What follows belongs to an exercise in optimizing a design on an open flow for small area, a short achievable clock period and few clock cycles; a production flow would make more cautious choices.
The RTL was checked by simulation tests, not by an equivalence proof against the original design.

==> inputs of build 74 <==
==> flow/design.v (excerpt) <==
module cpu (
    input  wire        CLOCK,
    input  wire        RESET,
    output wire [31:0] mem_address,
    output wire        mem_wr,
    output wire [31:0] mem_wdata,
    input  wire [31:0] mem_rdata
);
Settings: LEC_CHECK=0, ABC_AREA=1, CAP_MARGIN=30, CORE_MARGIN=2, CORE_UTILIZATION=50, PLACE_DENSITY=0.65, SLEW_MARGIN=20; clock period 18.0 ns.
standard.sh (not shown) runs the stock make flow with config.mk's settings and CLKGATE_MAP_FILE= SYNTH_SCRIPT=/design/flow/synth_recipe.tcl, a recipe that flattens the netlist after the stock synthesis.
==> flow/flow/run.sh <==
#!/bin/bash
# The standard layout (the standard.sh: standard synthesis, floorplan, placement,
# CTS, routing) with two changes to how it is optimised; the clock period and the
# constraints are unchanged:
#  - the setup repair is asked to leave a large slack margin, so that it sizes and
#    buffers the critical paths for a short achieved period;
#  - the input and output ports are buffered, as usual, but with buf_4 instead of the
#    slow delay cell the tool picks by itself.
# make's output goes to flow_make.log here; each ORFS step also writes its own log
# under orfs/logs/.
set -euo pipefail
bash standard.sh SETUP_SLACK_MARGIN=13.4 TNS_END_PERCENT=100 \
  "BUFFER_PORTS_ARGS=-buffer_cell sky130_fd_sc_hd__buf_4" finish > flow_make.log 2>&1
==> trial 55: changes against build 74 <==
--- a/flow/design.v
+++ b/flow/design.v
@@ -31,14 +31,15 @@
 reg  [31:0] q0, q1, q2, q3;  
 reg  [2:0]  qn;
 reg  [2:0]  nfl;             
 reg         ev;
 reg  [25:0] ef;              
 reg  [31:0] ea, eb;
 reg  [31:0] epc4;
+reg  [31:0] e_btgt;          
 reg  [1:0]  estep;
 reg         tw;              
 reg         tv;              
 reg  [1:0]  tcause;          
 reg         sbp;             
 reg         sbs;             
 reg  [31:0] sba;
@@ -120,20 +121,19 @@
 wire trap_now = e_go && estep == 2'd0 && (trap_ovf || trap_div || e_und);
 wire sbh_wr  = l3v && l3k == K_SBSH;
 wire blm_cap = ev && e_blm && estep == 2'd1 && l3v && l3k == K_BLM;
 wire [11:0] st_a   = ea[11:0] + ef[11:0];
 wire [11:0] win_l  = {7'd0, nfl, 2'b00};
 wire [11:0] st_d   = st_a - (epc4[11:0] - 12'd3);
 wire        st_ovl = (win_l != 12'd0) && (st_d < win_l + 12'd3);
-wire [31:0] e_btgt = epc4 + {e_simm[29:0], 2'b00};
 reg  [31:0] rtgt;
 always @(*) begin
     if (tw)                    rtgt = mem_rdata;
     else if (e_sw | e_sbh)     rtgt = epc4;
-    else                       rtgt = e_btgt;    
+    else                       rtgt = e_btgt;
 end
 wire simple   = !(e_load | e_sw | e_sbh | e_blm | e_xchg) && estep == 2'd0;
 wire br_take  = (e_beq & eq) | (e_bne & ~eq) | (e_ble & (blt | eq)) | (e_bgt & ~blt & ~eq);
 wire vec_in   = tw && l3v && l3k == K_VEC;
 wire redirect = vec_in ||
                 (e_go && e_sw && st_ovl) ||
                 (e_go && e_sbh && estep == 2'd0 && st_ovl) ||
@@ -181,14 +181,16 @@
 wire xfer = qv && !tw && (!ev || e_done) && !d_hazard;
 wire [31:0] rs_rf  = rvalid[d_rs] ? rf[d_rs] : ((d_rs == 5'd29) ? 32'd227 : 32'd0);
 wire [31:0] rt_rf  = rvalid[d_rt] ? rf[d_rt] : ((d_rt == 5'd29) ? 32'd227 : 32'd0);
 wire [31:0] d_rsv  = (we && waddr == d_rs) ? wdata : rs_rf;
 wire [31:0] d_rtv  = (we && waddr == d_rt) ? wdata : rt_rf;
 wire [4:0]  d_off  = (fli ? 5'd8 : 5'd4) - {nfl, 2'b00};
 wire [31:0] d_pc4  = fl + {{27{d_off[4]}}, d_off};
+wire [16:0] d_boff = {q0[15], q0[15:0]} + {{14{d_off[4]}}, d_off[4:2]};
+wire [31:0] d_btgt = fl + {{13{d_boff[16]}}, d_boff, 2'b00};
 wire f_add  = d_R && d_fn == F_ADD,   f_sub  = d_R && d_fn == F_SUB;
 wire f_and  = d_R && d_fn == F_AND,   f_slt  = d_R && d_fn == F_SLT;
 wire f_sll  = d_R && d_fn == F_SLL,   f_srl  = d_R && d_fn == F_SRL;
 wire f_sra  = d_R && d_fn == F_SRA,   f_sllv = d_R && d_fn == F_SLLV;
 wire f_srav = d_R && d_fn == F_SRAV,  f_xchg = d_R && d_fn == F_XCHG;
 wire f_jr   = d_R && d_fn == F_JR,    f_brk  = d_R && d_fn == F_BREAK;
 wire f_mfhi = d_R && d_fn == F_MFHI,  f_mflo = d_R && d_fn == F_MFLO;
@@ -343,14 +345,15 @@
     if (xfer | qb[2]) q2 <= xfer ? (qa[2] ? mem_rdata : q3) : mem_rdata;
     if (xfer | qb[3]) q3 <= mem_rdata;
     if (xfer) begin
         ef   <= q0[25:0];
         ea   <= d_rsv;
         eb   <= d_rtv;
         epc4 <= d_pc4;
+        e_btgt <= d_btgt;
         e_add <= f_add | f_sub | o_addi | o_addiu;
         e_and <= f_and;  e_slt <= f_slt | o_slti;  e_shift <= f_shift;
         e_lui <= o_lui;  e_mfhi <= f_mfhi;  e_mflo <= f_mflo;  e_jal <= o_jal;
         e_xchg <= f_xchg;
         e_wr <= d_wr;  e_wa0 <= d_wa;
         e_useimm <= o_addi | o_addiu | o_slti | o_ld | o_sb | o_sh | o_sw;
         e_sub <= f_sub | f_slt | o_slti | o_ble | o_bgt | o_blm;
--- a/flow/flow/run.sh
+++ b/flow/flow/run.sh
@@ -5,9 +5,9 @@
 #  - the setup repair is asked to leave a large slack margin, so that it sizes and
 #    buffers the critical paths for a short achieved period;
 #  - the input and output ports are buffered, as usual, but with buf_4 instead of the
 #    slow delay cell the tool picks by itself.
 # make's output goes to flow_make.log here; each ORFS step also writes its own log
 # under orfs/logs/.
 set -euo pipefail
-bash standard.sh SETUP_SLACK_MARGIN=13.4 TNS_END_PERCENT=100 \
+bash standard.sh SETUP_SLACK_MARGIN=12.5 TNS_END_PERCENT=100 \
   "BUFFER_PORTS_ARGS=-buffer_cell sky130_fd_sc_hd__buf_4" finish > flow_make.log 2>&1
- ABC_AREA: 1 -> not set
- CAP_MARGIN: 30 -> 20
==> notes.md <==
|  | trial 55 | build 74 |
|---|---|---|
| Share of cell area taken by muxes after synthesis | 0.193 | 0.000396 |
| Outcome | no timing/DRC/antenna violations | complete, but fails checks |
| Violated checks | - | max-slew violations |
| Post-detailed-placement cell area | 106000 µm² | 105000 µm² |
| Area used by multi-input combinational logic | 50400 µm² | 49000 µm² |
| Die width | 454 µm | 454 µm |
| Post-synthesis cell area | 101000 µm² | 101000 µm² |
| Complex-gate fraction of the synthesized area | 0.130 | 0.225 |
| Overall track demand over capacity in global routing | 0.396 | 0.461 |
| First-pass GRT wire length | 575000 µm | 680000 µm |
| Area growth from synthesis to layout | 12.7% | 16.4% |
| M1 wire length | 150000 µm | 179000 µm |
| CP Data Required Time | 18.61 ns | 18.80 ns |
| Number of storage elements in the synthesis netlist | 1723 | 1693 |
| Cell count after placement | 10600 | 14300 |
Testbench counts of build 74, summed over its fixed seeds: cycles 38,149.
Testbench counts of trial 55, summed over its fixed seeds: cycles 38,149.

-- what the ideal ports hide --
How much do the figures lean on ideal ports? The routed layouts below were timed once more, with nothing changed but the port constraints.
Step 1 assumes that a clkbuf_16 drives the clock port and a buf_2 every other input.
Step 2 adds t to the input delays and takes it off the output delays; t is the mean of the earliest and latest rising clock arrival at the registers after step 1. Input paths then give back, and output paths get back, about the clock's delay inside the block.
Three values: no drivers, after step 1, after step 2; two values: the first two.
run | t, ns | setup WS [ns] | clock arrival spread, ns | slew at the worst register clock pin (ns) | worst slew at a driven data input, ns
build 74 | 0.961 | 12.856 / 12.856 / 12.394 | 0.065 / 0.065 | 0.07 / 0.07 | 0.04
trial 55 | 0.949 | 12.324 / 12.324 / 11.573 | 0.061 / 0.061 | 0.07 / 0.07 | 0.04
For trial 55, which loses most, drivers alone change the setup slack by 0.000 ns; drivers and shift together by -0.751 ns.
